This is an optimization exercise on Yosys and OpenROAD, whose aim is small area and a short achievable clock period, not a production implementation. Where RTL was checked, it was by simulation tests only, not by an equivalence proof against the original. For runs 1 to 3, only the layout was checked, not whether the RTL still works. Power and IR drop assume default switching activity.

File: config.mk
export PLATFORM = sky130hd
export DESIGN_NAME = Compressor
export DESIGN_NICKNAME = Compressor
export VERILOG_FILES = /design/flow/design.v
export SDC_FILE = /design/flow/constraint.sdc
export NUM_CORES = 4
export LEC_CHECK = 0
export CAP_MARGIN = 20
export CORE_MARGIN = 2
export CORE_UTILIZATION = 60
export CTS_BUF_LIST = sky130_fd_sc_hd__clkbuf_16
export CTS_CLUSTER_DIAMETER = 100
export CTS_CLUSTER_SIZE = 30
export SLEW_MARGIN = 20
File: constraint.sdc
create_clock -name core_clock -period 16.0 [get_ports {CLK_8}]
set_input_delay 3.2000 -clock core_clock [delete_from_list [all_inputs] [get_ports {CLK_8}]]
set_output_delay 3.2000 -clock core_clock [all_outputs]
set_load 0.01 [all_outputs]
File: design.v
`timescale 1ns / 1ps
module Compressor(CLK_8,RESET,Pixel,OB,SCLK);
input wire RESET,CLK_8;
input wire [7:0] Pixel;
output wire OB,SCLK;
function [15:0] f_add(input [15:0] a, input [15:0] b, input ci);
    integer i;
    reg c;
    begin
        c = ci;
        for (i = 0; i < 16; i = i + 1) begin
            f_add[i] = a[i] ^ b[i] ^ c;
            c = (a[i] & b[i]) | (c & (a[i] ^ b[i]));
        end
    end
endfunction
function [15:0] f_inc(input [15:0] a, input ci);
    integer i;
    reg c;
    begin
        c = ci;
        for (i = 0; i < 16; i = i + 1) begin
            f_inc[i] = a[i] ^ c;
            c = a[i] & c;
        end
    end
endfunction
reg [2:0] ph;
reg e0, e7;
wire [2:0] ph_inc;
assign ph_inc = f_inc(ph, 1'b1);
always @(posedge CLK_8)
    if (RESET) begin ph <= 3'd0; e0 <= 1'b1; e7 <= 1'b0; end
    else begin ph <= ph_inc; e0 <= (ph == 3'd7); e7 <= (ph == 3'd6); end
reg [8:0] rsum, rdif;
reg [1:0] turn;
reg [3:0] Cnt;
wire clip_c = (rsum < 9'd75) | (rsum > 9'd435)
            | (~rdif[8] & (rdif[7:0] > 8'd180))
            | ( rdif[8] & (rdif[7:0] < 8'd76));
wire nf_c = (rsum == 9'd0);
wire fp_c = (rsum == 9'd75) & (rdif == 9'd75);
wire tp_c = (rsum == 9'd77) & (rdif == 9'd77);
wire c0 = (Cnt == 4'd0), c1 = (Cnt == 4'd1), c2 = (Cnt == 4'd2), c3 = (Cnt == 4'd3);
wire c6 = (Cnt == 4'd6), c7 = (Cnt == 4'd7), c8 = (Cnt == 4'd8), c9 = (Cnt == 4'd9);
wire vss_c = (~tp_c | c6) & (c0 | c3 | c6 | c7 | c8 | c9);
wire v1_c = c1 | c2 | c7 | c8;
wire v2_c = c7 | c8;
wire uv_c = ~clip_c & (turn != 2'b00);
wire f_clip = clip_c;
wire f_vc   = vss_c & ~clip_c;
wire f_nf   = nf_c;
wire f_x1   = uv_c;
wire f_d1   = uv_c & v1_c & ~fp_c;
wire f_x2   = uv_c & v1_c;
wire f_d2   = uv_c & v2_c & ~tp_c;
wire [7:0] rs_inc2;
wire [8:0] rs_inc, rd_inc;
wire [3:0] cnt_inc;
assign rs_inc = f_inc(rsum, 1'b1);
assign rs_inc2 = f_inc(rsum[8:1], 1'b1);      
assign rd_inc = f_inc(rdif, 1'b1);
assign cnt_inc = f_inc(Cnt, 1'b1);
reg rst_q;
always @(posedge CLK_8) rst_q <= RESET;
always @(posedge CLK_8)
    if (rst_q) begin
        if (RESET) begin
            rsum <= 9'd509; rdif <= 9'h1ff; turn <= 2'b10; Cnt <= 4'd0;
        end else begin
            rsum <= 9'd510; rdif <= 9'h000; turn <= 2'b00; Cnt <= 4'd0;
        end
    end else if (e0) begin
        if (turn == 2'b10) begin
            turn <= 2'b00;
            if (rdif == ~rs_inc) begin
                if (rsum == 9'd510) begin           
                    rsum <= 9'd0; rdif <= 9'd0;
                end else begin                      
                    rsum <= {~rs_inc2[7], rs_inc2[6:0], rsum[0]};    
                    rdif <= {~rdif[8], rdif[7:0]};                    
                end
            end else begin
                rsum <= rs_inc; rdif <= rd_inc;
            end
        end else
            turn <= {turn[0], ~turn[0]};
        if (~f_clip) Cnt <= (Cnt == 4'd11) ? 4'd0 : cnt_inc;
    end
reg [7:0] rR, rG, rB;
always @(posedge CLK_8) begin
    if (e0 && turn == 2'b10) rB <= Pixel;
    if (e7 && turn == 2'b01) rR <= Pixel;
    if (e7 && turn == 2'b10) rG <= Pixel;
end
wire clr = e0 & f_nf;               
wire [7:0] dx = (turn == 2'b00) ? rR : rG;
wire [7:0] dy = (turn == 2'b00) ? rG : rB;
wire [5:0] ddlo;
assign ddlo = f_add({1'b0,dx[4:0]}, {1'b0,~dy[4:0]}, 1'b1);
reg  [3:0] Dlo;                         
always @(posedge CLK_8) Dlo <= {ddlo[5], ddlo[4:2]};
wire [4:0] ddhi;
assign ddhi = f_add({2'b00,dx[7:5]}, {2'b11,~dy[7:5]}, Dlo[3]);
reg  [3:0] Dhi;                         
always @(posedge CLK_8) Dhi <= ddhi[3:0];
wire [6:0] Q = {Dhi, Dlo[2:0]};         
wire [6:0] uvr;                         
assign uvr = f_inc({Q[6],Q[6:1]}, Q[0]);
wire [5:0] uvq = (uvr == 7'd32) ? 6'd31 : uvr[5:0];
reg  [5:0] P1;                          
always @(posedge CLK_8) if (e0) P1 <= uvq;
wire [8:0] yt;
assign yt = f_add({1'b0,rR}, {1'b0,rB}, 1'b0);
reg  [8:0] Ya;
always @(posedge CLK_8) Ya <= yt;
wire [8:0] yu;
assign yu = f_add({1'b0,rG}, {1'b0,Ya[8:1]}, 1'b0);
reg  [5:0] Yb;                          
always @(posedge CLK_8) Yb <= yu[8:3];
wire [5:0] yr;
assign yr = f_inc({1'b0,Yb[5:1]}, Yb[0]);
reg  [4:0] P1y;
always @(posedge CLK_8) P1y <= yr[5] ? 5'd31 : yr[4:0];
reg [5:0] cX1, cX2, oX1, oX2;
reg [6:0] cDp, oDp;
reg [6:0] cY1, cY2, oY1, oY2;
reg [7:0] cEp, oEp;
wire swap = e0 & (turn != 2'b00);
wire [6:0] l1a_s, l1a_c, l1d;
assign l1a_s = ({cX1[5],cX1}) ^ (~{P1[5],P1[5],P1[5:1]}) ^ (~{cX2[5],cX2[5],cX2[5:1]});
assign l1a_c = (({cX1[5],cX1}) & (~{P1[5],P1[5],P1[5:1]})) | ((~{cX2[5],cX2[5],cX2[5:1]}) & (({cX1[5],cX1}) ^ (~{P1[5],P1[5],P1[5:1]})));
assign l1d = f_add(l1a_s, {l1a_c[5:0], ~(P1[0] & cX2[0])}, 1'b1);
reg  [6:0] P2;
always @(posedge CLK_8) P2 <= l1d;
wire [2:0] l1lo = {1'b0,P2[1:0]} + {1'b0,cDp[1:0]};
wire l1ov = (P2 == 7'd63) & (cDp == 7'd63);
wire [6:0] l1b_s, l1b_c, l1s;
assign l1b_s = ({cX2[5],cX2}) ^ ({P2[6],P2[6],P2[6:2]}) ^ ({cDp[6],cDp[6],cDp[6:2]});
assign l1b_c = (({cX2[5],cX2}) & ({P2[6],P2[6],P2[6:2]})) | (({cDp[6],cDp[6],cDp[6:2]}) & (({cX2[5],cX2}) ^ ({P2[6],P2[6],P2[6:2]})));
assign l1s = f_add(l1b_s, {l1b_c[5:0], l1lo == 3'd6}, l1lo >= 3'd2);
reg  [6:0] P3;
always @(posedge CLK_8) P3 <= {l1s[6] ^ l1ov, l1s[5:0]};
wire [7:0] l2a_s, l2a_c, l2d;
assign l2a_s = ({cY1[6],cY1}) ^ (~{P3[6],P3[6],P3[6:1]}) ^ (~{cY2[6],cY2[6],cY2[6:1]});
assign l2a_c = (({cY1[6],cY1}) & (~{P3[6],P3[6],P3[6:1]})) | ((~{cY2[6],cY2[6],cY2[6:1]}) & (({cY1[6],cY1}) ^ (~{P3[6],P3[6],P3[6:1]})));
assign l2d = f_add(l2a_s, {l2a_c[6:0], ~(P3[0] & cY2[0])}, 1'b1);
reg  [7:0] P4;
always @(posedge CLK_8) P4 <= l2d;
wire [2:0] l2lo = {1'b0,P4[1:0]} + {1'b0,cEp[1:0]};
wire [7:0] l2b_s, l2b_c, l2s;
assign l2b_s = ({cY2[6],cY2}) ^ ({P4[7],P4[7],P4[7:2]}) ^ ({cEp[7],cEp[7],cEp[7:2]});
assign l2b_c = (({cY2[6],cY2}) & ({P4[7],P4[7],P4[7:2]})) | (({cEp[7],cEp[7],cEp[7:2]}) & (({cY2[6],cY2}) ^ ({P4[7],P4[7],P4[7:2]})));
assign l2s = f_add(l2b_s, {l2b_c[6:0], l2lo == 3'd6}, l2lo >= 3'd2);
reg  [7:0] P5;
always @(posedge CLK_8) P5 <= l2s;
always @(posedge CLK_8)
    if (clr) begin
        cX1 <= 0; cX2 <= 0; oX1 <= 0; oX2 <= 0; cDp <= 0; oDp <= 0;
        cY1 <= 0; cY2 <= 0; oY1 <= 0; oY2 <= 0; cEp <= 0; oEp <= 0;
    end else if (swap) begin
        cX1 <= oX1; cX2 <= oX2; cDp <= oDp;
        cY1 <= oY1; cY2 <= oY2; cEp <= oEp;
        oX1 <= f_x1 ? P1  : cX1;
        oX2 <= f_x1 ? cX1 : cX2;
        oDp <= f_d1 ? P2 : cDp;
        oY1 <= f_x2 ? P3  : cY1;
        oY2 <= f_x2 ? cY1 : cY2;
        oEp <= f_d2 ? P4 : cEp;
    end
reg [7:0] pv0, pv1, pv2;
wire [7:0] dpcm_in = (turn == 2'b00) ? {3'b000,P1y} : P5;
wire [5:0] dflo;
assign dflo = f_add({1'b0,dpcm_in[4:0]}, {1'b0,~pv0[4:0]}, 1'b1);
reg  [5:0] P6a;                         
always @(posedge CLK_8) P6a <= dflo;
wire [3:0] dfhi;
assign dfhi = f_add({dpcm_in[7],dpcm_in[7:5]}, ~{pv0[7],pv0[7:5]}, P6a[5]);
wire [8:0] diff = {dfhi, P6a[4:0]};
reg  [8:0] P6;
always @(posedge CLK_8) P6 <= diff[8] ? {~diff[7:0],1'b1} : {diff[7:0],1'b0};
always @(posedge CLK_8)
    if (clr) begin
        pv0 <= 8'd0; pv1 <= 8'd0; pv2 <= 8'd0;
    end else if (e0) begin
        pv0 <= pv1; pv1 <= pv2;
        pv2 <= f_vc ? dpcm_in : pv0;
    end
reg [11:0] ac0, ac1, ac2;
reg [2:0]  NY, NU;
wire [2:0] N_in = (turn == 2'b00) ? NY : NU;
reg [3:0] leadA;
always @(*)
    casez (ac0)
        12'b1???????????: leadA = 4'd11;
        12'b01??????????: leadA = 4'd10;
        12'b001?????????: leadA = 4'd9;
        12'b0001????????: leadA = 4'd8;
        12'b00001???????: leadA = 4'd7;
        12'b000001??????: leadA = 4'd6;
        12'b0000001?????: leadA = 4'd5;
        12'b00000001????: leadA = 4'd4;
        12'b000000001???: leadA = 4'd3;
        12'b0000000001??: leadA = 4'd2;
        12'b00000000001?: leadA = 4'd1;
        default:          leadA = 4'd0;
    endcase
wire [1:0] leadN = N_in[2] ? 2'd3 : N_in[1] ? 2'd2 : N_in[0] ? 2'd1 : 2'd0;
wire [3:0] kdiff;
assign kdiff = f_add(leadA, {2'b11,~leadN}, 1'b1);
reg [3:0] Ka;
always @(posedge CLK_8) Ka <= kdiff;
wire [5:0] shN = {2'b00,N_in,1'b0} << Ka[1:0];
reg [1:0] Kb;
always @(posedge CLK_8)
    if (Ka[3])                           Kb <= 2'b00;
    else if (Ka[2] | (Ka[1:0] == 2'b11)) Kb <= 2'b11;
    else if (ac0[5:0] > shN)             Kb <= Ka[1:0] + 2'b01;
    else                                 Kb <= Ka[1:0];
wire [8:0]  quo = P6 >> Kb;
reg  [2:0]  rem;
always @(*)
    case (Kb)
        2'd0: rem = 3'b000;
        2'd1: rem = {2'b00,P6[0]};
        2'd2: rem = {1'b0,P6[1:0]};
        default: rem = P6[2:0];
    endcase
wire        esc = (quo[8:3] != 6'd0) | (quo[2:0] == 3'd7);
reg  [15:0] ones;
always @(*)
    case (quo[2:0])
        3'd0: ones = 16'h0000;
        3'd1: ones = 16'h0001;
        3'd2: ones = 16'h0003;
        3'd3: ones = 16'h0007;
        3'd4: ones = 16'h000f;
        3'd5: ones = 16'h001f;
        default: ones = 16'h003f;
    endcase
wire [15:0] cw2 = ({13'b0,rem} << (quo[2:0] + 3'd1)) | ones;
reg  [15:0] P7cw;
reg  [3:0]  P7lm1;
always @(posedge CLK_8) begin
    P7cw  <= ~(e7 & f_vc) ? 16'b0 : esc ? {P6,7'b1111111} : cw2;
    P7lm1 <= esc ? 4'd15 : ({2'b00,Kb} + {1'b0,quo[2:0]});
end
wire [6:0] aclo;
assign aclo = f_add({1'b0,ac0[5:0]}, {1'b0,P6[5:0]}, 1'b0);
reg  [6:0] Alo;
always @(posedge CLK_8) Alo <= aclo;
wire [5:0] achi;
assign achi = f_add(ac0[11:6], {3'b000,P6[8:6]}, Alo[6]);
wire [11:0] acsum = {achi, Alo[5:0]};
wire [2:0] ny_inc, nu_inc;
assign ny_inc = f_inc(NY, 1'b1);
assign nu_inc = f_inc(NU, 1'b1);
wire n7 = (N_in == 3'b111);
always @(posedge CLK_8)
    if (clr) begin
        ac0 <= 0; ac1 <= 0; ac2 <= 0; NY <= 0; NU <= 0;
    end else if (e0) begin
        ac0 <= ac1; ac1 <= ac2;
        ac2 <= ~f_vc ? ac0 : n7 ? {1'b0,ac0[11:1]} : acsum;
        if (f_vc & (turn == 2'b00)) NY <= n7 ? 3'b011 : ny_inc;
        if (f_vc & (turn == 2'b10)) NU <= n7 ? 3'b011 : nu_inc;
    end
reg [39:0] fifo;
reg [5:0]  sreg;    
reg        nz;      
wire push = e0 & f_vc & ~rst_q;
wire [39:0] shifted = {24'b0,P7cw} << sreg;
wire [5:0] s_add, s_dec;
assign s_add = f_add(sreg, {2'b00,P7lm1}, 1'b0);
assign s_dec = f_add(sreg, 6'b111111, 1'b0);
always @(posedge CLK_8) begin
    fifo <= {1'b0,fifo[39:1]} | shifted;
    if (RESET | rst_q) nz <= 1'b0;
    else               nz <= push | (sreg != 6'd0);
    if (rst_q)         sreg <= 6'd0;
    else if (push)     sreg <= s_add;
    else               sreg <= (sreg == 6'd0) ? 6'd0 : s_dec;
end
assign OB = fifo[0];
assign SCLK = nz;
endmodule
File: flow/run.sh
#!/bin/bash
export BUFFER_PORTS_ARGS="-buffer_cell sky130_fd_sc_hd__buf_2"
bash standard.sh > standard.log 2>&1
File: standard.sh
#!/bin/bash
# synth_recipe.tcl (not shown) runs the flow's synth.tcl, then flattens the netlist and writes it again
# the make line also repeats each setting of config.mk as NAME=value (left out here)
make -C /OpenROAD-flow-scripts/flow DESIGN_CONFIG=/design/flow/config.mk WORK_HOME=/design/flow/orfs CLKGATE_MAP_FILE= SYNTH_SCRIPT=/design/flow/synth_recipe.tcl "${@:-finish}"
==> results.py, run 1 <==
metrics = {
    "finish": {
        "layout.cells.most_common_list": "308 x dfxtp_1, 168 x nand2_1, 142 x mux2i_1, 137 x inv_1, 130 x a21oi_1",
        "stdcell_area_sq_um": 18300,
        "area_growth_pct": 4.52,
        "final_common_cell": "dfxtp_1",
        "fin_nets": 1819,
        "fillers": 2353,
        "drive_gt1_share_pct": 6.68,
        "insertedDiodeCount": 0,
    },
    "place": {
        "placed_cell_area_sq_um": 17700,
        "hpwl_um": 23000,
        "preCtsSetupSlack_ns": 11.74,
        "port_buffers": 11,
        "gp_congestion": 0.820,
    },
    "setup_path": {
        "worstPathArrival_ns": 4.69,
        "crit_start": "cEp[0]",
        "endpoint_kind": "flop",
        "reg2reg_from": "cEp[0]",
        "critical_path.max_fanout": 3,
        "cp-start-kind": "flop",
        "criticalPathCategory": "flop to flop",
        "worstPathRequired_ns": 16.45,
    },
    "timing": {
        "finalHoldViolCount": 0,
        "finClkSkew_ns": 0.0201,
        "finalCritPeriodShare_pct": 26.5,
        "period_needed_ns": 4.24,
        "tns_ns": 0,
        "grt_setup_unrepaired": "no",
        "layout_setup_ws_ns": 11.76,
        "hold_slack_ns": 0.413,
        "setup_violations": 0,
        "fmax_mhz": 236,
        "max_slew.worst_pin.slew_ns": 1.04,
        "max_slew_margin_pct": 30.6,
        "final_max_slew_viol_count": 0,
    },
    "grt": {
        "antenna_found_initial": 0,
        "grt-ovfl-total": 0,
        "grt_max_degree": 124,
        "grt_pass1_vias": 11100,
        "grt_pass1_wl_um": 56200,
        "track_usage_pct": 22.2,
    },
    "yosys": {
        "synth_edf_count": 50,
        "postSynthAreaPerCell_sq_um": 10.4,
        "synthArstFlopShare_pct": 0,
        "synthSimpleGateAreaFrac_pct": 11.1,
        "synth_top_family_by_area": "adder cells",
        "synth_compound_area_share_pct": 11.6,
        "yosys_warnings": 1,
        "synth_area_sq_um": 17500,
        "ys_seq_area_share_pct": 44.1,
        "yosys.area_share.xor_xnor_pct": 1.50,
        "synthCells": 1687,
        "yosys.area_share.adder_pct": 15.9,
        "yosys-mux-area-fraction_pct": 10.8,
        "synth_nets": 1866,
        "synthDistinctLibCells": 72,
        "ys.flop_type": "dfxtp_1",
        "synth-seq-cells": 360,
    },
    "clock_tree": {
        "numCtsBuffers": 16,
        "cts.clk_slew.worst_paths_ns": 0.11,
        "cts_root_buf": "clkbuf_16",
        "cts.sinks": 360,
        "cts_resized": 0,
        "clkLatencyLatePin_ns": 0.52,
        "hold_buffers": 0,
        "post-cts-setup-buffers": 0,
        "h-tree-depth": 1,
        "clk_path_buf_depth": 3,
        "cts_tree": "built",
    },
    "power_and_ir_drop": {
        "ir_drop_mv": 0.134,
        "power_density_nw_per_um2": 183,
        "seq_power_share_pct": 45.3,
        "internal_power_uw": 2110,
        "p_comb_share_pct": 39.5,
        "p_sw_uw": 1240,
        "p_leak_uw": 0.00775,
        "netSwitchingFraction_pct": 37.1,
        "clkPwrFrac_pct": 15.1,
    },
    "floorplan": {
        "fp.dieH_um": 175,
        "start_util_pct": 60.9,
        "io_pins": 12,
        "core_sq_um": 28700,
        "dieArea_sq_um": 30500,
        "rows": 62,
        "chipWidth_um": 175,
    },
    "routing": {
        "dr.pass1.iters": 5,
        "postRouteAntennaNets": 0,
        "drt-met1-wl_um": 15800,
        "wl_met3_um": 901,
        "drc": 0,
        "wl_met2_um": 16100,
        "routed.top_layer": "met4",
        "routed_wl_um": 33300,
        "dr_total_vias": 11400,
        "routedWlPerCell_um": 16.4,
        "viasPerCell": 5.61,
        "drt_iter0_drc": 656,
    },
    "outcome": {
        "status": "timing/DRC/antenna clean",
    },
    "run": {
        "max-cap-violations": 0,
    },
    "worst_hold_path": {
        "hp-class": "flop to flop",
        "min_from": "fifo[2]",
    },
}
## critical path, stage by stage (launching register included)
cell and delay [ns]:
dfxtp_1 0.37, ha_1 0.15, inv_1 0.04, fa_1 0.50, nor3_1 0.07, fa_1 0.41, fa_1 0.39, fa_1 0.39
fa_1 0.38, fa_1 0.39, fa_1 0.38, fa_1 0.38, xnor2_1 0.19, xnor2_1 0.13
## cells in the mapped netlist (14+ instances only)
cell      number  share of area [%]
ha_1          80                5.7
mux2_2        23                1.5
xnor2_1       16               0.80
clkbuf_1      59                1.3
dfxtp_1      310                 36
xor2_1        14               0.70
nor2b_1       17               0.61
fa_1          89                 10
inv_1        135                2.9
a21oi_1      130                3.7
o21ai_0       78                2.2
edfxtp_1      50                8.6
nor2_1        96                2.1
mux2i_1      142                8.1
nor3_1        17               0.49
a21o_1        18               0.77
nand2_1      168                3.6
## routing by layer
| metal | global-route usage [%] | up-vias |
|---|---|---|
| met5 | 0 | - |
| met4 | 4.41 | 0 |
| met3 | 2.33 | 33 |
| met2 | 38.0 | 158 |
| met1 | 30.8 | 5533 |
| li1 | - | 5664 |
## area by class of cell
class	instances	area [sq um]	share of cell area, %
timing repair buffer	21	140	0.767
sequential	360	7710	42.2
multi-input combinational	1104	8900	48.7
inverter	137	514	2.81
clock inverter	7	71.3	0.390
clock buffer	18	450	2.47
tap	384	480	2.63
## power groups by stage
stage / sequential, uW / clock, uW / combinational [uW]
final: 1520 / 506 / 1320
after global routing: 1570 / 554 / 1540
after CTS: 1520 / 525 / 1350
after detailed placement: 1540 / 0 / 1340
after global placement: 1530 / 0 / 1290
after floorplan: 1430 / 0 / 1070
## flip-flops by register name (all words and copies together) (netlist names), 9 cells and up
| register | count |
|---|---|
| P6 | 9 |
| P7cw | 16 |
| ac0 | 12 |
| ac1 | 12 |
| ac2 | 12 |
| fifo | 40 |
| rdif | 9 |
| rsum | 9 |
## stage by stage
step                      utilization (%)  instances  power, uW
after global routing                 63.7       2031       3660
after global placement               61.7       2004       2830
after floorplan                         -       1687       2500
final                                63.7       2031       3350
after CTS                            63.6       2030       3400
after detailed placement             61.8       2005       2880
## cell families after synthesis
logic type                 after synthesis
buffers and inverters                  223
adders and majority gates              169
AOI/OAI and AO/OA                      326
muxes                                  174
and+or+nand+nor                        405
xor gates and xnor gates                30
DFF                                    360
## path summary, 6_finish.rpt
path | cells after the start | endpoint | slack (ns)
setup / recovery | 13 | P5[7] | 11.76
hold / removal | 1 | fifo[1] | 0.41
setup reg to reg | 13 | P5[7] | 11.76
hold reg to reg | 1 | fifo[1] | 0.41
==> run 2, diff against run 1 <==
==> flow/run.sh (replaced) <==
#!/bin/bash
export BUFFER_PORTS_ARGS="-buffer_cell sky130_fd_sc_hd__buf_2"
export SETUP_SLACK_MARGIN=11.9
bash standard.sh > standard.log 2>&1
==> run 2 against run 1 <==
Against the previous run: non-clock buffer count unchanged; clock skew is 0.0035 ns higher; critical endpoint is now SCLK; area after synthesis unchanged; cell count is 0.25% lower; highest routed layer unchanged; utilization down 0.28 points; via count fell by 0.38%; global-route usage increased by 0.20 points; sequential power is essentially flat; first-iteration DRC count shrank 2.3%; count of clock-buffer cells in the layout decreased by 3.
==> results.py, run 2 <==
metrics = {
    "grt": {
        "antenna_found_initial": 0,
        "grt_max_degree": 124,
        "grt-ovfl-total": 0,
        "track_usage_pct": 22.4,
        "grt_pass1_wl_um": 56400,
        "grt_pass1_vias": 11200,
    },
    "yosys": {
        "synth_nets": 1866,
        "synthCells": 1687,
        "postSynthAreaPerCell_sq_um": 10.4,
        "synthDistinctLibCells": 72,
        "yosysTopAreaCell": "dfxtp_1",
        "synth-seq-cells": 360,
        "synth_top_area_share_pct": 35.5,
        "synth.most_common_cell": "dfxtp_1",
        "synth_edf_count": 50,
        "ys.flop_type": "dfxtp_1",
        "ys_seq_area_share_pct": 44.1,
        "synth_common_cells": "310 x dfxtp_1, 168 x nand2_1, 142 x mux2i_1",
        "yosys_warnings": 1,
        "synthArstFlopShare_pct": 0,
        "yosys-top-cells-area": "dfxtp_1 36%, fa_1 10%, edfxtp_1 8.6%",
        "synth_area_sq_um": 17500,
    },
    "setup_path": {
        "endpoint_kind": "primary output",
        "rrSetupSlack_ns": 11.90,
        "cp_cell_sequence": "buf_6",
        "criticalPathCategory": "flop to primary output",
        "critical_path.top_delay_family": "flip-flops",
        "worstPathArrival_ns": 0.97,
        "max_stage_delay_ns": 0.33,
        "cp_slowest_cell": "dfxtp_2",
        "cp-start-kind": "flop",
        "critical_path.max_fanout": 1,
        "crit_buf_inv": 1,
        "worstPathRequired_ns": 12.80,
    },
    "outcome": {
        "status": "timing/DRC/antenna clean",
    },
    "finish": {
        "insertedDiodeCount": 0,
        "seq_area_sq_um": 7710,
        "stdcell_area_sq_um": 18200,
        "area_growth_pct": 4.05,
        "reg.largest.list": "fifo x40, P7cw x16",
        "largest_register_ffs": 40,
        "multiInputGateArea_sq_um": 8930,
        "drive_gt1_share_pct": 6.82,
        "top_register": "fifo",
        "fillers": 2384,
        "layout.cells.most_common_list": "306 x dfxtp_1, 168 x nand2_1, 142 x mux2i_1, 139 x inv_1, 130 x a21oi_1",
        "final_common_cell": "dfxtp_1",
        "fin_nets": 1818,
    },
    "floorplan": {
        "core_sq_um": 28700,
        "chipWidth_um": 175,
        "fp.dieH_um": 175,
        "start_util_pct": 60.9,
        "dieArea_sq_um": 30500,
        "rows": 62,
        "io_pins": 12,
    },
    "clock_tree": {
        "hold_buffers": 0,
        "cts.sinks": 360,
        "clk_path_buf_depth": 3,
        "post-cts-setup-buffers": 0,
        "cts_root_buf": "clkbuf_16",
        "clkLatencyLatePin_ns": 0.52,
        "cts_tree": "built",
        "numCtsBuffers": 15,
        "h-tree-depth": 1,
        "cts.clk_slew.worst_paths_ns": 0.12,
    },
    "routing": {
        "drc": 0,
        "routedWlPerCell_um": 16.4,
        "viasPerCell": 5.60,
        "dr_total_vias": 11300,
        "dr.pass1.iters": 5,
        "drt_iter0_drc": 641,
        "postRouteAntennaNets": 0,
        "routed_wl_um": 33300,
    },
    "timing": {
        "final_max_slew_viol_count": 0,
        "finalHoldViolCount": 0,
        "fmax_mhz": 240,
        "grt_setup_unrepaired": "yes",
        "period_needed_ns": 4.17,
        "max_slew.worst_pin.slew_ns": 1.05,
        "finClkSkew_ns": 0.0237,
        "tns_ns": 0,
        "finalCritPeriodShare_pct": 26.0,
        "max_slew_margin_pct": 30.1,
        "setup_violations": 0,
    },
    "run": {
        "max-cap-violations": 0,
    },
    "place": {
        "hpwl_um": 23000,
        "placed_cell_area_sq_um": 17700,
        "gp_congestion": 0.822,
        "port_buffers": 11,
    },
    "power_and_ir_drop": {
        "power_density_nw_per_um2": 182,
        "p_leak_uw": 0.00771,
        "ir_drop_mv": 0.127,
    },
    "worst_hold_path": {
        "hp-class": "flop to flop",
    },
}
run 2: cell types whose count changed in the layout (fill, tap and decap cells not counted), moves of 2 or more:
cell	before	now
dfxtp_1	308	306
inv_1	137	139
buf_2	12	10
clkbuf_16	18	15
fa_1	89	85
fa_2	0	4
dfxtp_2	1	3
run 2: layer usage:
layer,track usage [%],part of all wire (%),vias to the layer above
li1,-,-,5669
met1,30.8,47,5516
met2,39.1,49,127
met3,2.07,2.2,33
met4,4.03,1.7,0
met5,0,0,-
run 2: kinds of logic (layout without fill, tap and decap cells):
logic type | after synthesis | in the layout | synth area share [%]
simple gates | 405 | 405 | 11.1
flops | 360 | 360 | 44.1
compound gates | 326 | 326 | 11.6
buf+inv | 223 | 178 | 5.06
mux | 174 | 174 | 10.8
fa+ha+maj | 169 | 169 | 15.9
xor+xnor | 30 | 30 | 1.50
run 2: worst paths after layout:
kind,start,to,cells after the start
worst max-delay path,nz,SCLK,1
worst min register to register,fifo[14],fifo[13],1
worst min-delay path,fifo[14],fifo[13],1
worst max register to register,cEp[0],P5[7],13
run 2: what timing repair did:
| item | CTS | global route |
|---|---|---|
| resized for setup | 5 | 5 |
| gates cloned | 0 | 0 |
| setup endpoints to repair | 3 | 5 |
run 2: layout make-up:
cell class	count	share of cell area (%)
clock buffer	15	2.06
clock inverter	5	0.131
inverter	137	2.83
multi-input combinational	1104	49.1
sequential	360	42.4
tap	384	2.64
timing repair buffer	21	0.819
run 2: power by group:
part | switching [uW] | total, uW | internal (uW)
clock network | 269 | 443 | 173
logic | 701 | 1340 | 644
registers | 267 | 1520 | 1250
total | 1240 | 3310 | 2070
run 2: through the flow:
step	setup slack (ns)	power, uW	hold slack (ns)	util [%]	instances
after global placement	11.80	2830	0.384	61.8	2005
after global routing	11.79	3620	0.434	63.4	2026
after detailed placement	11.66	2890	0.389	61.8	2005
final	11.83	3310	0.417	63.4	2026
after floorplan	11.90	2500	0.382	-	1687
after CTS	11.81	3350	0.419	63.2	2025
==> run 3, diff against run 2 <==
==> flow/run.sh (replaced) <==
#!/bin/bash
export BUFFER_PORTS_ARGS="-buffer_cell sky130_fd_sc_hd__buf_2"
bash standard.sh > standard.log 2>&1
--- a/config.mk
+++ b/config.mk
@@ -7,8 +7,9 @@
 export LEC_CHECK = 0
 export CAP_MARGIN = 20
 export CORE_MARGIN = 2
-export CORE_UTILIZATION = 60
+export CORE_UTILIZATION = 70
 export CTS_BUF_LIST = sky130_fd_sc_hd__clkbuf_16
 export CTS_CLUSTER_DIAMETER = 100
 export CTS_CLUSTER_SIZE = 30
+export PLACE_DENSITY = 0.75
 export SLEW_MARGIN = 20
==> run 3 against run 2 <==
Against the previous run: design area down 0.13%; critical path depth up 12; sequential share of layout area about the same; power up 0.64%; cell count down 2.7%; maximum frequency down 2.5%; area after synthesis unchanged; largest cell class unchanged; critical endpoint is now P5[7]; non-clock buffer count up 1; flip-flop and latch count unchanged.
==> results.py, run 3 <==
metrics = {
    "yosys": {
        "yosys-top-cells-area": "dfxtp_1 36%, fa_1 10%, edfxtp_1 8.6%",
        "synth-seq-cells": 360,
        "synth_top_area_share_pct": 35.5,
        "postSynthAreaPerCell_sq_um": 10.4,
        "synthCells": 1687,
        "ys.flop_type": "dfxtp_1",
        "yosys_warnings": 1,
        "synth_edf_count": 50,
        "synth_nets": 1866,
        "synthDistinctLibCells": 72,
        "synth_common_cells": "310 x dfxtp_1, 168 x nand2_1, 142 x mux2i_1",
        "synth.most_common_cell": "dfxtp_1",
        "synthArstFlopShare_pct": 0,
        "yosysTopAreaCell": "dfxtp_1",
        "synth_area_sq_um": 17500,
        "ys_seq_area_share_pct": 44.1,
    },
    "setup_path": {
        "endpoint_kind": "flop",
        "max_stage_delay_ns": 0.50,
        "critical_path.top_delay_family": "adder cells",
        "cp_common_cell": "fa_1",
        "critical_path.max_fanout": 3,
        "worstPathRequired_ns": 16.46,
        "criticalPathCategory": "flop to flop",
        "worstPathArrival_ns": 4.73,
        "crit_buf_inv": 1,
        "rrSetupSlack_ns": 11.73,
        "cp-start-kind": "flop",
        "cp_slowest_cell": "fa_1",
        "cp_cell_sequence": "ha_1 -> inv_1 -> fa_1 -> nor3_1 -> fa_1 -> fa_1 -> fa_1 -> fa_1 -> fa_1 -> fa_1 -> fa_1 -> xnor2_1 -> xnor2_1",
    },
    "grt": {
        "grt_max_degree": 124,
        "track_usage_pct": 25.6,
        "grt_pass1_wl_um": 55500,
        "use_met1_pct": 34.9,
        "antenna_found_initial": 0,
        "grt-ovfl-total": 0,
        "grt.busiest_layer": "met2",
        "use_met2_pct": 44.7,
        "grt_pass1_vias": 11400,
        "use_met3_pct": 2.96,
    },
    "finish": {
        "fin_nets": 1820,
        "final_util_pct": 74.5,
        "final_common_cell": "dfxtp_1",
        "fillers": 1729,
        "area_growth_pct": 3.92,
        "largest_register_ffs": 40,
        "insertedDiodeCount": 0,
        "top_register": "fifo",
        "layout.cells.most_common_list": "308 x dfxtp_1, 168 x nand2_1, 142 x mux2i_1, 138 x inv_1, 130 x a21oi_1",
        "drive_gt1_share_pct": 6.68,
        "reg.largest.list": "fifo x40, P7cw x16",
        "stdcell_area_sq_um": 18200,
    },
    "worst_hold_path": {
        "hp-class": "flop to flop",
    },
    "timing": {
        "fmax_mhz": 234,
        "max_slew_margin_pct": 33.8,
        "grt_setup_unrepaired": "no",
        "max_slew.worst_pin.slew_ns": 0.993,
        "finalHoldViolCount": 0,
        "finalCritPeriodShare_pct": 26.7,
        "final_max_slew_viol_count": 0,
        "finClkSkew_ns": 0.00990,
        "tns_ns": 0,
        "setup_violations": 0,
        "period_needed_ns": 4.27,
    },
    "run": {
        "max-cap-violations": 0,
    },
    "routing": {
        "drc": 0,
        "routedWlPerCell_um": 16.6,
        "drt_iter0_drc": 833,
        "dr_total_vias": 11500,
        "postRouteAntennaNets": 0,
        "routed_wl_um": 32700,
        "viasPerCell": 5.85,
        "dr.pass1.iters": 6,
    },
    "floorplan": {
        "io_pins": 12,
        "fp.dieH_um": 162,
        "core_sq_um": 24400,
        "rows": 57,
        "chipWidth_um": 162,
        "start_util_pct": 71.7,
        "dieArea_sq_um": 26300,
    },
    "power_and_ir_drop": {
        "power_density_nw_per_um2": 183,
        "p_leak_uw": 0.00774,
        "ir_drop_mv": 0.148,
    },
    "clock_tree": {
        "numCtsBuffers": 16,
        "clkLatencyLatePin_ns": 0.52,
        "cts_root_buf": "clkbuf_16",
        "cts.clk_slew.worst_paths_ns": 0.11,
        "post-cts-setup-buffers": 0,
        "h-tree-depth": 1,
        "cts_resized": 0,
        "hold_buffers": 0,
        "clk_path_buf_depth": 3,
        "cts_tree": "built",
        "cts.sinks": 360,
    },
    "place": {
        "hpwl_um": 22700,
        "gp_congestion": 0.853,
        "placed_cell_area_sq_um": 17700,
        "port_buffers": 11,
    },
    "outcome": {
        "status": "timing/DRC/antenna clean",
    },
}
-- run 3: cell families after synthesis --
logic type      Yosys count  synth area share (%)
fa+ha+maj               169                  15.9
xor+xnor                 30                  1.50
mux                     174                  10.8
compound gates          326                  11.6
simple gates            405                  11.1
flops                   360                  44.1
buf+inv                 223                  5.06
-- run 3: path summary, 6_finish.rpt --
path	cells after the start	startpoint	endpoint
setup / recovery	13	cEp[0]	P5[7]
hold reg to reg	1	fifo[6]	fifo[5]
hold / removal	1	fifo[6]	fifo[5]
setup reg to reg	13	cEp[0]	P5[7]
-- run 3: cell type report --
cell class | count | area, sq um | share of cell area, %
Clock buffer | 17 | 425 | 2.34
Clock inverter | 7 | 50.0 | 0.276
Timing Repair Buffer | 22 | 158 | 0.868
Multi-Input combinational cell | 1104 | 8900 | 49.0
Sequential cell | 360 | 7710 | 42.5
Inverter | 137 | 514 | 2.83
Tap cell | 324 | 405 | 2.23
-- run 3: per-layer routing --
metal  vias to the layer above  share of wire, %
met5                         -                 0
li1                       5664                 -
met3                        45               3.9
met4                         0               1.6
met2                       200                50
met1                      5619                45
-- run 3: where the power goes --
group / total [uW] / switching, uW / internal [uW]
registers: 1520 / 267 / 1250
clock network: 482 / 283 / 199
logic: 1330 / 695 / 633
-- run 3: through the flow --
step / setup WS (ns) / hold WS, ns / total power [uW] / cells
6_report: 11.73 / 0.411 / 3330 / 1971
5_1_grt: 11.50 / 0.426 / 3620 / 1971
4_1_cts: 11.70 / 0.416 / 3360 / 1970
3_5_place_dp: 11.74 / 0.389 / 2880 / 1946
3_3_place_gp: 11.81 / 0.383 / 2800 / 1946
2_1_floorplan: 11.90 / 0.382 / 2500 / 1687
==> run 4, diff against run 3 <==
--- a/design.v
+++ b/design.v
@@ -155,18 +155,15 @@
 reg  [7:0] P5;
 always @(posedge CLK_8) P5 <= l2s;
 always @(posedge CLK_8)
-    if (clr) begin
-        cX1 <= 0; cX2 <= 0; oX1 <= 0; oX2 <= 0; cDp <= 0; oDp <= 0;
-        cY1 <= 0; cY2 <= 0; oY1 <= 0; oY2 <= 0; cEp <= 0; oEp <= 0;
-    end else if (swap) begin
+    if (swap) begin
         cX1 <= oX1; cX2 <= oX2; cDp <= oDp;
         cY1 <= oY1; cY2 <= oY2; cEp <= oEp;
-        oX1 <= f_x1 ? P1  : cX1;
-        oX2 <= f_x1 ? cX1 : cX2;
-        oDp <= f_d1 ? P2 : cDp;
-        oY1 <= f_x2 ? P3  : cY1;
-        oY2 <= f_x2 ? cY1 : cY2;
-        oEp <= f_d2 ? P4 : cEp;
+        oX1 <= clr ? 6'd0 : f_x1 ? P1  : cX1;
+        oX2 <= clr ? 6'd0 : f_x1 ? cX1 : cX2;
+        oDp <= clr ? 7'd0 : f_d1 ? P2 : cDp;
+        oY1 <= clr ? 7'd0 : f_x2 ? P3  : cY1;
+        oY2 <= clr ? 7'd0 : f_x2 ? cY1 : cY2;
+        oEp <= clr ? 8'd0 : f_d2 ? P4 : cEp;
     end
 reg [7:0] pv0, pv1, pv2;
 wire [7:0] dpcm_in = (turn == 2'b00) ? {3'b000,P1y} : P5;
@@ -180,11 +177,9 @@
 reg  [8:0] P6;
 always @(posedge CLK_8) P6 <= diff[8] ? {~diff[7:0],1'b1} : {diff[7:0],1'b0};
 always @(posedge CLK_8)
-    if (clr) begin
-        pv0 <= 8'd0; pv1 <= 8'd0; pv2 <= 8'd0;
-    end else if (e0) begin
+    if (e0) begin
         pv0 <= pv1; pv1 <= pv2;
-        pv2 <= f_vc ? dpcm_in : pv0;
+        pv2 <= clr ? 8'd0 : f_vc ? dpcm_in : pv0;
     end
 reg [11:0] ac0, ac1, ac2;
 reg [2:0]  NY, NU;
@@ -246,11 +241,12 @@
     P7lm1 <= esc ? 4'd15 : ({2'b00,Kb} + {1'b0,quo[2:0]});
 end
 wire [6:0] aclo;
-assign aclo = f_add({1'b0,ac0[5:0]}, {1'b0,P6[5:0]}, 1'b0);
+wire [8:0] P6v = f_vc ? P6 : 9'd0;
+assign aclo = f_add({1'b0,ac0[5:0]}, {1'b0,P6v[5:0]}, 1'b0);
 reg  [6:0] Alo;
 always @(posedge CLK_8) Alo <= aclo;
 wire [5:0] achi;
-assign achi = f_add(ac0[11:6], {3'b000,P6[8:6]}, Alo[6]);
+assign achi = f_add(ac0[11:6], {3'b000,P6v[8:6]}, Alo[6]);
 wire [11:0] acsum = {achi, Alo[5:0]};
 wire [2:0] ny_inc, nu_inc;
 assign ny_inc = f_inc(NY, 1'b1);
@@ -258,10 +254,10 @@
 wire n7 = (N_in == 3'b111);
 always @(posedge CLK_8)
     if (clr) begin
-        ac0 <= 0; ac1 <= 0; ac2 <= 0; NY <= 0; NU <= 0;
+        ac0 <= ac1; ac1 <= ac2; ac2 <= 12'd0; NY <= 3'd0; NU <= 3'd0;
     end else if (e0) begin
         ac0 <= ac1; ac1 <= ac2;
-        ac2 <= ~f_vc ? ac0 : n7 ? {1'b0,ac0[11:1]} : acsum;
+        ac2 <= (f_vc & n7) ? {1'b0,ac0[11:1]} : acsum;
         if (f_vc & (turn == 2'b00)) NY <= n7 ? 3'b011 : ny_inc;
         if (f_vc & (turn == 2'b10)) NU <= n7 ? 3'b011 : nu_inc;
     end
@@ -270,16 +266,14 @@
 reg        nz;      
 wire push = e0 & f_vc & ~rst_q;
 wire [39:0] shifted = {24'b0,P7cw} << sreg;
-wire [5:0] s_add, s_dec;
-assign s_add = f_add(sreg, {2'b00,P7lm1}, 1'b0);
-assign s_dec = f_add(sreg, 6'b111111, 1'b0);
+wire [5:0] s_add;
+assign s_add = f_add(sreg, push ? {2'b00,P7lm1} : {6{sreg != 6'd0}}, 1'b0);
 always @(posedge CLK_8) begin
     fifo <= {1'b0,fifo[39:1]} | shifted;
     if (RESET | rst_q) nz <= 1'b0;
     else               nz <= push | (sreg != 6'd0);
     if (rst_q)         sreg <= 6'd0;
-    else if (push)     sreg <= s_add;
-    else               sreg <= (sreg == 6'd0) ? 6'd0 : s_dec;
+    else               sreg <= s_add;
 end
 assign OB = fifo[0];
 assign SCLK = nz;
==> flow/run.sh (replaced) <==
#!/bin/bash
export BUFFER_PORTS_ARGS="-buffer_cell sky130_fd_sc_hd__buf_2"
export SETUP_SLACK_MARGIN=11.9
bash standard.sh > standard.log 2>&1
--- a/config.mk
+++ b/config.mk
@@ -7,9 +7,8 @@
 export LEC_CHECK = 0
 export CAP_MARGIN = 20
 export CORE_MARGIN = 2
-export CORE_UTILIZATION = 70
+export CORE_UTILIZATION = 60
 export CTS_BUF_LIST = sky130_fd_sc_hd__clkbuf_16
-export CTS_CLUSTER_DIAMETER = 100
-export CTS_CLUSTER_SIZE = 30
-export PLACE_DENSITY = 0.75
+export CTS_CLUSTER_DIAMETER = 80
+export CTS_CLUSTER_SIZE = 20
 export SLEW_MARGIN = 20
==> run 4 against run 3 <==
Against the previous run: critical path depth is 12 lower; area after synthesis is 2.3% lower; non-clock buffer count is 14 higher; critical endpoint is now SCLK; maximum frequency is 2.0% higher; global-route usage is 4.1 points lower; register-to-register slack better by 0.10 ns; still clean; design area is 0.72% higher; clock power is 16% higher; die area is 14% higher; cell count is 7.2% lower.
==> results.py, run 4 <==
metrics = {
    "yosys": {
        "yosysTopAreaCell": "edfxtp_1",
        "synth_area_sq_um": 17100,
        "yosys-top-cells-area": "edfxtp_1 32%, dfxtp_1 21%, fa_1 11%",
        "synthDistinctLibCells": 73,
        "synth_top_area_share_pct": 31.7,
        "synth_edf_count": 180,
        "synth_nets": 1606,
        "yosys_warnings": 1,
        "synth_common_cells": "180 x dfxtp_1, 180 x edfxtp_1, 140 x nand2_1",
        "synth-seq-cells": 360,
        "synthArstFlopShare_pct": 0,
        "ys_seq_area_share_pct": 52.8,
        "ys.flop_type": "edfxtp_1",
        "synthCells": 1432,
        "postSynthAreaPerCell_sq_um": 11.9,
    },
    "setup_path": {
        "critical_path.max_fanout": 1,
        "endpoint_kind": "primary output",
        "cp_cell_sequence": "buf_6",
        "rrSetupSlack_ns": 11.83,
        "worstPathArrival_ns": 0.99,
        "critical_path.top_delay_family": "flip-flops",
        "cp_slowest_cell": "dfxtp_2",
        "cp-start-kind": "flop",
        "crit_buf_inv": 1,
        "r2r-end": "sreg[5]",
        "r2r_cells": 18,
        "max_stage_delay_ns": 0.35,
        "reg2reg_from": "rsum[2]",
        "criticalPathCategory": "flop to primary output",
        "worstPathRequired_ns": 12.80,
    },
    "timing": {
        "finClkSkew_ns": 0.0134,
        "period_needed_ns": 4.19,
        "hold_slack_ns": 0.404,
        "grt_setup_unrepaired": "yes",
        "max_slew.worst_pin.slew_ns": 1.05,
        "fmax_mhz": 239,
        "tns_ns": 0,
        "max_slew_margin_pct": 29.9,
        "finalHoldViolCount": 0,
        "setup_violations": 0,
        "finalCritPeriodShare_pct": 26.2,
        "final_max_slew_viol_count": 0,
        "layout_setup_ws_ns": 11.81,
    },
    "clock_tree": {
        "cts.clk_slew.worst_paths_ns": 0.08,
        "hold_buffers": 0,
        "h-tree-depth": 1,
        "cts_tree": "built",
        "numCtsBuffers": 22,
        "cts.sinks": 360,
        "cts_root_buf": "clkbuf_16",
        "clk_path_buf_depth": 3,
        "clkLatencyLatePin_ns": 0.54,
    },
    "routing": {
        "drc": 0,
        "dr_total_vias": 10000,
        "viasPerCell": 5.48,
        "routed_wl_um": 31200,
        "dr.pass1.iters": 5,
        "postRouteAntennaNets": 0,
        "drt_iter0_drc": 604,
        "routedWlPerCell_um": 17.0,
    },
    "power_and_ir_drop": {
        "p_comb_share_pct": 32.8,
        "ir_drop_mv": 0.110,
        "clkPwrFrac_pct": 19.7,
        "p_leak_uw": 0.00740,
        "netSwitchingFraction_pct": 33.5,
        "total_power_uw": 2840,
        "internal_power_uw": 1890,
        "power_density_nw_per_um2": 155,
        "seq_power_share_pct": 47.5,
        "p_sw_uw": 953,
    },
    "finish": {
        "insertedDiodeCount": 0,
        "fin_nets": 1610,
        "largest_register_ffs": 40,
        "final_util_pct": 65.5,
        "layout.cells.most_common_list": "180 x edfxtp_1, 178 x dfxtp_1, 140 x nand2_1, 138 x inv_1, 105 x nor2_1",
        "top_register": "fifo",
        "drive_gt1_share_pct": 9.92,
        "final_common_cell": "edfxtp_1",
        "area_growth_pct": 7.14,
        "reg.largest.list": "fifo x40, P7cw x16",
    },
    "floorplan": {
        "core_sq_um": 27900,
        "fp.dieH_um": 173,
        "io_pins": 12,
        "start_util_pct": 61.1,
        "chipWidth_um": 173,
        "dieArea_sq_um": 29800,
        "rows": 61,
    },
    "grt": {
        "grt_pass1_wl_um": 52100,
        "use_met3_pct": 2.75,
        "antenna_found_initial": 0,
        "grt.busiest_layer": "met2",
        "track_usage_pct": 21.5,
        "grt_max_degree": 83,
        "grt_pass1_vias": 10100,
        "grt-ovfl-total": 0,
        "use_met1_pct": 30.5,
        "use_met2_pct": 35.5,
    },
    "worst_hold_path": {
        "hold_depth": 1,
        "hp-class": "flop to flop",
        "hold_path_end": "fifo[11]",
        "min_from": "fifo[12]",
    },
    "place": {
        "hpwl_um": 22000,
        "preCtsSetupSlack_ns": 11.27,
        "gp_congestion": 0.858,
        "port_buffers": 11,
    },
    "outcome": {
        "status": "timing/DRC/antenna clean",
    },
    "run": {
        "max-cap-violations": 0,
    },
}
==> run 4: changes by cell type in the layout (fill, tap and decap cells not counted), sizes merged, moves of 28 or more <==
cell,change
a21oi,-78
dfxtp,-130
edfxtp,+130
mux2i,-64
nand2,-28
==> run 4: repair_timing <==
action                     in CTS  in global routing
resized for setup              10                 14
setup endpoints to repair      22                  7
pin swaps                       8                  5
hold endpoints to repair        0                  0
gates cloned                    1                  0
setup buffers                  13                  5
==> run 4: area by class of cell <==
type	instances	area [sq um]
clock buffer	23	576
clock inverter	16	71.3
fill	2180	9640
inverter	130	492
multi-input combinational	886	7420
sequential	360	9010
tap	378	473
timing repair buffer	36	253
==> run 4: how the worst max path moves through the flow <==
stage | depth (start not counted) | slack [ns] | endpoint | from
after floorplan | 20 | 11.68 | sreg[5] | rsum[2]
after global placement | 17 | 11.40 | Alo[5] | rsum[2]
after detailed placement | 17 | 11.27 | Alo[5] | rsum[2]
after CTS | 1 | 11.80 | SCLK | nz
after global routing | 18 | 11.65 | sreg[5] | rsum[2]
final | 1 | 11.81 | SCLK | nz
==> run 4: cell families (layout without fill, tap and decap cells) <==
kind of cell / count (synthesis) / after routing / share of synthesized area (%)
adder cells (fa/ha/maj): 164 / 164 / 16.0
flip-flops: 360 / 360 / 52.8
AO/OA/AOI/OAI: 209 / 209 / 7.97
multiplexers: 98 / 98 / 6.55
AND/OR/NAND/NOR: 380 / 381 / 10.6
buffers and inverters: 187 / 205 / 4.42
XOR/XNOR: 34 / 34 / 1.74
==> run 4: per-layer routing <==
layer / part of all wire, % / up-vias
met2: 47 / 148
met4: 2.3 / 0
met3: 3.5 / 44
met1: 47 / 4900
li1: - / 4937
met5: 0 / -
==> run 4: power by group through the flow <==
stage | Combinational [uW] | Sequential, uW | Clock (uW)
after global routing | 1080 | 1380 | 609
after floorplan | 708 | 1320 | 0
after detailed placement | 912 | 1370 | 0
final | 931 | 1350 | 559
after CTS | 935 | 1350 | 578
after global placement | 881 | 1370 | 0
==> run 4: through the flow <==
stage / cell area, sq um / std cells
6_report: 18300 / 1829
3_3_place_gp: 17400 / 1771
5_1_grt: 18300 / 1829
3_5_place_dp: 17400 / 1771
4_1_cts: 18200 / 1824
2_1_floorplan: 17100 / 1432
==> run 5, diff against run 4 <==
--- a/config.mk
+++ b/config.mk
@@ -9,6 +9,6 @@
 export CORE_MARGIN = 2
 export CORE_UTILIZATION = 60
 export CTS_BUF_LIST = sky130_fd_sc_hd__clkbuf_16
-export CTS_CLUSTER_DIAMETER = 80
-export CTS_CLUSTER_SIZE = 20
+export CTS_CLUSTER_DIAMETER = 100
+export CTS_CLUSTER_SIZE = 30
 export SLEW_MARGIN = 20
==> run 5 against run 4 <==
Against the previous run: combinational power rose by 0.5%; still clean; die area did not move; design area fell by 0.89%; largest power group unchanged; count of clock-buffer cells in the layout fell by 6; wire length rose by 0.22%; clock skew rose by 0.0026 ns; power fell by 2.5%; critical path depth did not move; clock power fell by 13%; register-to-register slack improved by 0.10 ns.
==> results.py, run 5 <==
metrics = {
    "yosys": {
        "synthDistinctLibCells": 73,
        "synth_common_cells": "180 x dfxtp_1, 180 x edfxtp_1, 140 x nand2_1",
        "synth_nets": 1606,
        "synth_top_area_share_pct": 31.7,
        "yosys_warnings": 1,
        "postSynthAreaPerCell_sq_um": 11.9,
        "yosys-top-cells-area": "edfxtp_1 32%, dfxtp_1 21%, fa_1 11%",
        "ys.flop_type": "edfxtp_1",
        "synthArstFlopShare_pct": 0,
        "synthCells": 1432,
        "synth_edf_count": 180,
        "synth_area_sq_um": 17100,
        "synth-seq-cells": 360,
        "ys_seq_area_share_pct": 52.8,
        "yosysTopAreaCell": "edfxtp_1",
    },
    "timing": {
        "finClkSkew_ns": 0.0160,
        "setup_violations": 0,
        "max_slew.worst_pin.slew_ns": 1.05,
        "finalCritPeriodShare_pct": 26.2,
        "grt_setup_unrepaired": "yes",
        "fmax_mhz": 239,
        "period_needed_ns": 4.19,
        "final_max_slew_viol_count": 0,
        "hold_slack_ns": 0.414,
        "max_slew_margin_pct": 29.9,
        "tns_ns": 0,
        "layout_setup_ws_ns": 11.81,
        "finalHoldViolCount": 0,
    },
    "routing": {
        "drt_iter0_drc": 640,
        "postRouteAntennaNets": 0,
        "viasPerCell": 5.53,
        "routedWlPerCell_um": 17.2,
        "routed_wl_um": 31200,
        "drc": 0,
        "dr_total_vias": 10000,
        "dr.pass1.iters": 5,
    },
    "power_and_ir_drop": {
        "power_density_nw_per_um2": 153,
        "total_power_uw": 2770,
        "ir_drop_mv": 0.124,
        "p_leak_uw": 0.00731,
    },
    "finish": {
        "final_common_cell": "edfxtp_1",
        "drive_gt1_share_pct": 8.90,
        "reg.largest.list": "fifo x40, P7cw x16",
        "area_growth_pct": 6.19,
        "layout.cells.most_common_list": "180 x edfxtp_1, 178 x dfxtp_1, 140 x nand2_1, 134 x inv_1, 105 x nor2_1",
        "largest_register_ffs": 40,
        "fin_nets": 1604,
        "insertedDiodeCount": 0,
        "fillers": 2206,
        "multiInputGateArea_sq_um": 7420,
        "seq_area_sq_um": 9010,
        "top_register": "fifo",
        "stdcell_area_sq_um": 18100,
    },
    "floorplan": {
        "start_util_pct": 61.1,
        "rows": 61,
        "core_sq_um": 27900,
        "dieArea_sq_um": 29800,
        "chipWidth_um": 173,
        "fp.dieH_um": 173,
        "io_pins": 12,
    },
    "grt": {
        "grt_pass1_vias": 10100,
        "antenna_found_initial": 0,
        "grt-ovfl-total": 0,
        "track_usage_pct": 21.4,
        "grt_pass1_wl_um": 52000,
        "grt_max_degree": 83,
    },
    "clock_tree": {
        "hold_buffers": 0,
        "clk_path_buf_depth": 3,
        "cts.sinks": 360,
        "cts.clk_slew.worst_paths_ns": 0.11,
        "cts_root_buf": "clkbuf_16",
        "cts_tree": "built",
        "numCtsBuffers": 16,
        "clkLatencyLatePin_ns": 0.53,
        "h-tree-depth": 1,
    },
    "place": {
        "port_buffers": 11,
        "hpwl_um": 22000,
        "placed_cell_area_sq_um": 17400,
        "gp_congestion": 0.858,
        "preCtsSetupSlack_ns": 11.27,
    },
    "outcome": {
        "status": "timing/DRC/antenna clean",
    },
    "run": {
        "max-cap-violations": 0,
    },
    "setup_path": {
        "criticalPathCategory": "flop to primary output",
        "cp_slowest_cell": "dfxtp_2",
        "critical_path.max_fanout": 1,
        "cp-start-kind": "flop",
        "crit_buf_inv": 1,
        "cp_cell_sequence": "buf_6",
        "worstPathRequired_ns": 12.80,
        "endpoint_kind": "primary output",
        "critical_path.top_delay_family": "flip-flops",
        "max_stage_delay_ns": 0.36,
        "worstPathArrival_ns": 0.99,
    },
    "worst_hold_path": {
        "hp-class": "flop to flop",
    },
}
run 5: per-stage QoR:
stage	utilization [%]	cells
after global routing	64.9	1817
after detailed placement	62.4	1771
after CTS	64.7	1815
after floorplan	-	1432
final	64.9	1817
after global placement	62.4	1771
run 5: worst paths after layout:
path,slack [ns],cells after the start,from,endpoint
worst min register to register,0.41,1,fifo[6],fifo[5]
worst max register to register,11.93,18,rsum[2],sreg[5]
worst max-delay path,11.81,1,nz,SCLK
worst min-delay path,0.41,1,fifo[6],fifo[5]
run 5: cells by family after synthesis:
logic type	synth area share, %
adder cells (fa/ha/maj)	16.0
XOR/XNOR	1.74
AO/OA/AOI/OAI	7.97
AND/OR/NAND/NOR	10.6
flip-flops	52.8
multiplexers	6.55
buffers and inverters	4.42
run 5: power breakdown:
group	total (uW)	switching, uW	internal (uW)	leakage (uW)
clock	484	284	200	0.000263
sequential	1350	146	1200	0.00321
combinational	936	515	421	0.00384
total	2770	946	1820	0.00731
run 5: what timing repair did:
action	in CTS	in global routing
buffers inserted	16	2
gates cloned	1	0
endpoints found under the setup margin	22	6
pin swaps	8	4
resized for setup	10	8
run 5: cell type report:
type / count / share of cell area, %
flip-flops and latches: 360 / 49.7
multi-input cells: 886 / 40.9
well taps: 378 / 2.61
repair buffers: 36 / 1.39
clock inverters: 10 / 0.345
inverters: 130 / 2.71
clock buffers: 17 / 2.35
run 5: per-layer routing:
metal / vias to the layer above / share of wire, % / track usage [%]
li1: 4924 / - / -
met1: 4928 / 47 / 30.3
met2: 154 / 48 / 35.9
met3: 41 / 3.1 / 2.48
met4: 0 / 2.1 / 5.33
met5: - / 0 / 0
==> run 6, diff against run 5 <==
==> flow/run.sh (replaced) <==
#!/bin/bash
export BUFFER_PORTS_ARGS="-buffer_cell sky130_fd_sc_hd__buf_2"
export SETUP_SLACK_MARGIN=11.9
export CTS_ARGS="-sink_clustering_enable -repair_clock_nets -sink_clustering_size 30 -sink_clustering_max_diameter 100 -buf_list sky130_fd_sc_hd__clkbuf_16 -distance_between_buffers 400 -branching_point_buffers_distance 400"
bash standard.sh > standard.log 2>&1
==> run 6 against run 5 <==
Against the previous run: synthesized cell count unchanged; design area unchanged; highest routed layer unchanged; global-route usage unchanged; first-iteration DRC count unchanged; hold slack unchanged; register-to-register slack about the same; utilization unchanged; still clean on timing, DRC and antenna.
==> results.py, run 6 <==
metrics = {
    "routing": {
        "viasPerCell": 5.53,
        "dr_total_vias": 10000,
        "routed_wl_um": 31200,
        "routedWlPerCell_um": 17.2,
        "drt_iter0_drc": 640,
        "drc": 0,
        "postRouteAntennaNets": 0,
        "dr.pass1.iters": 5,
    },
    "setup_path": {
        "worstPathRequired_ns": 12.80,
        "reg2reg_from": "rsum[2]",
        "criticalPathCategory": "flop to primary output",
        "critical_path.max_fanout": 1,
        "cp_slowest_cell": "dfxtp_2",
        "worstPathArrival_ns": 0.99,
        "crit_buf_inv": 1,
        "cp_cell_sequence": "buf_6",
        "crit_start": "nz",
        "cp-start-kind": "flop",
        "critical_path.top_delay_family": "flip-flops",
        "max_stage_delay_ns": 0.36,
        "endpoint_kind": "primary output",
    },
    "place": {
        "post-place-cells": 1771,
        "hpwl_um": 22000,
        "port_buffers": 11,
        "gp_congestion": 0.858,
    },
    "timing": {
        "max_slew.worst_pin.slew_ns": 1.05,
        "final_max_slew_viol_count": 0,
        "finalCritPeriodShare_pct": 26.2,
        "finClkSkew_ns": 0.0160,
        "setup_violations": 0,
        "period_needed_ns": 4.19,
        "grt_setup_unrepaired": "yes",
        "finalHoldViolCount": 0,
        "max_slew_margin_pct": 29.9,
        "fmax_mhz": 239,
        "tns_ns": 0,
    },
    "finish": {
        "reg.largest.list": "fifo x40, P7cw x16",
        "insertedDiodeCount": 0,
        "fillers": 2206,
        "area_growth_pct": 6.19,
        "layout.cells.non_filler": 1817,
        "fin_nets": 1604,
        "top_register": "fifo",
        "final_common_cell": "edfxtp_1",
        "drive_gt1_share_pct": 8.90,
        "multiInputGateArea_sq_um": 7420,
        "largest_register_ffs": 40,
        "seq_area_sq_um": 9010,
        "layout.cells.most_common_list": "180 x edfxtp_1, 178 x dfxtp_1, 140 x nand2_1, 134 x inv_1, 105 x nor2_1",
    },
    "power_and_ir_drop": {
        "clkPwrFrac_pct": 17.5,
        "power_density_nw_per_um2": 153,
        "p_leak_uw": 0.00731,
        "p_comb_share_pct": 33.8,
        "netSwitchingFraction_pct": 34.1,
        "ir_drop_mv": 0.124,
        "p_sw_uw": 946,
        "seq_power_share_pct": 48.7,
        "internal_power_uw": 1820,
    },
    "yosys": {
        "yosys-top-cells-area": "edfxtp_1 32%, dfxtp_1 21%, fa_1 11%",
        "synthArstFlopShare_pct": 0,
        "synth_top_area_share_pct": 31.7,
        "synth_nets": 1606,
        "yosysTopAreaCell": "edfxtp_1",
        "synth-seq-cells": 360,
        "synthCells": 1432,
        "yosys_warnings": 1,
        "synth_area_sq_um": 17100,
        "postSynthAreaPerCell_sq_um": 11.9,
        "ys.flop_type": "edfxtp_1",
        "synthDistinctLibCells": 73,
        "synth_common_cells": "180 x dfxtp_1, 180 x edfxtp_1, 140 x nand2_1",
        "synth_edf_count": 180,
        "ys_seq_area_share_pct": 52.8,
    },
    "clock_tree": {
        "hold_buffers": 0,
        "numCtsBuffers": 16,
        "cts_root_buf": "clkbuf_16",
        "cts.sinks": 360,
        "cts_tree": "built",
        "clk_path_buf_depth": 3,
        "h-tree-depth": 1,
        "cts.clk_slew.worst_paths_ns": 0.11,
        "clkLatencyLatePin_ns": 0.53,
    },
    "floorplan": {
        "rows": 61,
        "fp.dieH_um": 173,
        "start_util_pct": 61.1,
        "dieArea_sq_um": 29800,
        "chipWidth_um": 173,
        "core_sq_um": 27900,
        "io_pins": 12,
    },
    "outcome": {
        "status": "timing/DRC/antenna clean",
    },
    "grt": {
        "grt_pass1_vias": 10100,
        "track_usage_pct": 21.4,
        "antenna_found_initial": 0,
        "use_met3_pct": 2.48,
        "grt-ovfl-total": 0,
        "use_met1_pct": 30.3,
        "use_met2_pct": 35.9,
        "grt_pass1_wl_um": 52000,
        "grt.busiest_layer": "met2",
        "grt_max_degree": 83,
    },
    "worst_hold_path": {
        "min_from": "fifo[6]",
        "hp-class": "flop to flop",
    },
    "run": {
        "max-cap-violations": 0,
    },
}
run 6: power groups by stage:
stage               sequential, uW  clock (uW)  combinational [uW]
floorplan                     1320           0                 708
global placement              1370           0                 881
detailed placement            1370           0                 912
CTS                           1350         502                 935
global route                  1380         528                1080
finish                        1350         484                 936
run 6: cell families (layout without fill, tap and decap cells):
logic type,Yosys count,count (layout),synth area share (%)
and+or+nand+nor,380,381,10.6
buffers and inverters,187,193,4.42
muxes,98,98,6.55
adders and majority gates,164,164,16.0
DFF,360,360,52.8
xor gates and xnor gates,34,34,1.74
AOI/OAI and AO/OA,209,209,7.97
run 6: final timing paths:
| kind | to | slack [ns] | depth (start not counted) |
|---|---|---|---|
| worst max register to register | sreg[5] | 11.93 | 18 |
| worst min register to register | fifo[5] | 0.41 | 1 |
| worst min-delay path | fifo[5] | 0.41 | 1 |
| worst max-delay path | SCLK | 11.81 | 1 |
run 6: metrics by stage:
step	worst slack, ns	util [%]	hold WS, ns	total power (uW)	area, sq um
final	11.81	64.9	0.414	2770	18100
after global routing	11.73	64.9	0.422	2980	18100
after CTS	11.81	64.7	0.414	2790	18100
after detailed placement	11.27	62.4	0.390	2290	17400
after global placement	11.40	62.4	0.386	2250	17400
after floorplan	11.68	-	0.382	2020	17100
run 6: what timing repair did:
action | CTS | global route
setup buffers | 16 | 2
setup endpoints to repair | 22 | 6
cloned | 1 | 0
gates resized for setup | 10 | 8
pin swaps | 8 | 4
run 6: area by class of cell:
| type | instances | area share, % |
|---|---|---|
| Sequential cell | 360 | 49.7 |
| Multi-Input combinational cell | 886 | 40.9 |
| Inverter | 130 | 2.71 |
| Tap cell | 378 | 2.61 |
| Clock buffer | 17 | 2.35 |
| Timing Repair Buffer | 36 | 1.39 |
| Clock inverter | 10 | 0.345 |
run 6: layer usage:
| metal | share of wire [%] | up-vias |
|---|---|---|
| met5 | 0 | - |
| met4 | 2.1 | 0 |
| met3 | 3.1 | 41 |
| met2 | 48 | 154 |
| met1 | 47 | 4928 |
| li1 | - | 4924 |

[re-timing with driven ports]
The flow's constraints put no driver on any port. The routed layouts listed below were extracted and timed again, unchanged, in two steps.
Step 1 (the two cells are an assumption about what drives the block):
set clk [get_ports {CLK_8}]
set_driving_cell -lib_cell sky130_fd_sc_hd__clkbuf_16 $clk
set_driving_cell -lib_cell sky130_fd_sc_hd__buf_2 [delete_from_list [all_inputs] $clk]
Step 2 adds t to the input delays and takes it off the output delays; t is the mean of the earliest and latest rising clock arrival at the registers after step 1. Input paths then give back, and output paths get back, about the clock's delay inside the block.
Three values: ideal ports, drivers, drivers and shift; two values: the first two.
run | t (ns) | setup slack, ns | hold slack, ns | worst slew at a driven data input, ns | cell pins on the clock port's net
run 1 | 0.562 | 11.758 / 11.758 / 11.758 | 0.413 / 0.413 / 0.413 | 0.03 | 1
run 2 | 0.562 | 11.834 / 11.783 / 11.904 | 0.417 / 0.417 / 0.417 | 0.03 | 1
run 3 | 0.563 | 11.728 / 11.728 / 11.728 | 0.411 / 0.411 / 0.411 | 0.03 | 1
run 4 | 0.580 | 11.811 / 11.760 / 11.810 | 0.404 / 0.404 / 0.404 | 0.03 | 1
run 5 | 0.571 | 11.813 / 11.761 / 11.823 | 0.414 / 0.414 / 0.414 | 0.03 | 1
run 6 | 0.571 | 11.813 / 11.761 / 11.823 | 0.414 / 0.414 / 0.414 | 0.03 | 1
After both steps every run listed still meets setup and hold. The setup slack of run 4, which loses most, moves by -0.051 ns with the drivers and by -0.001 ns with both steps.
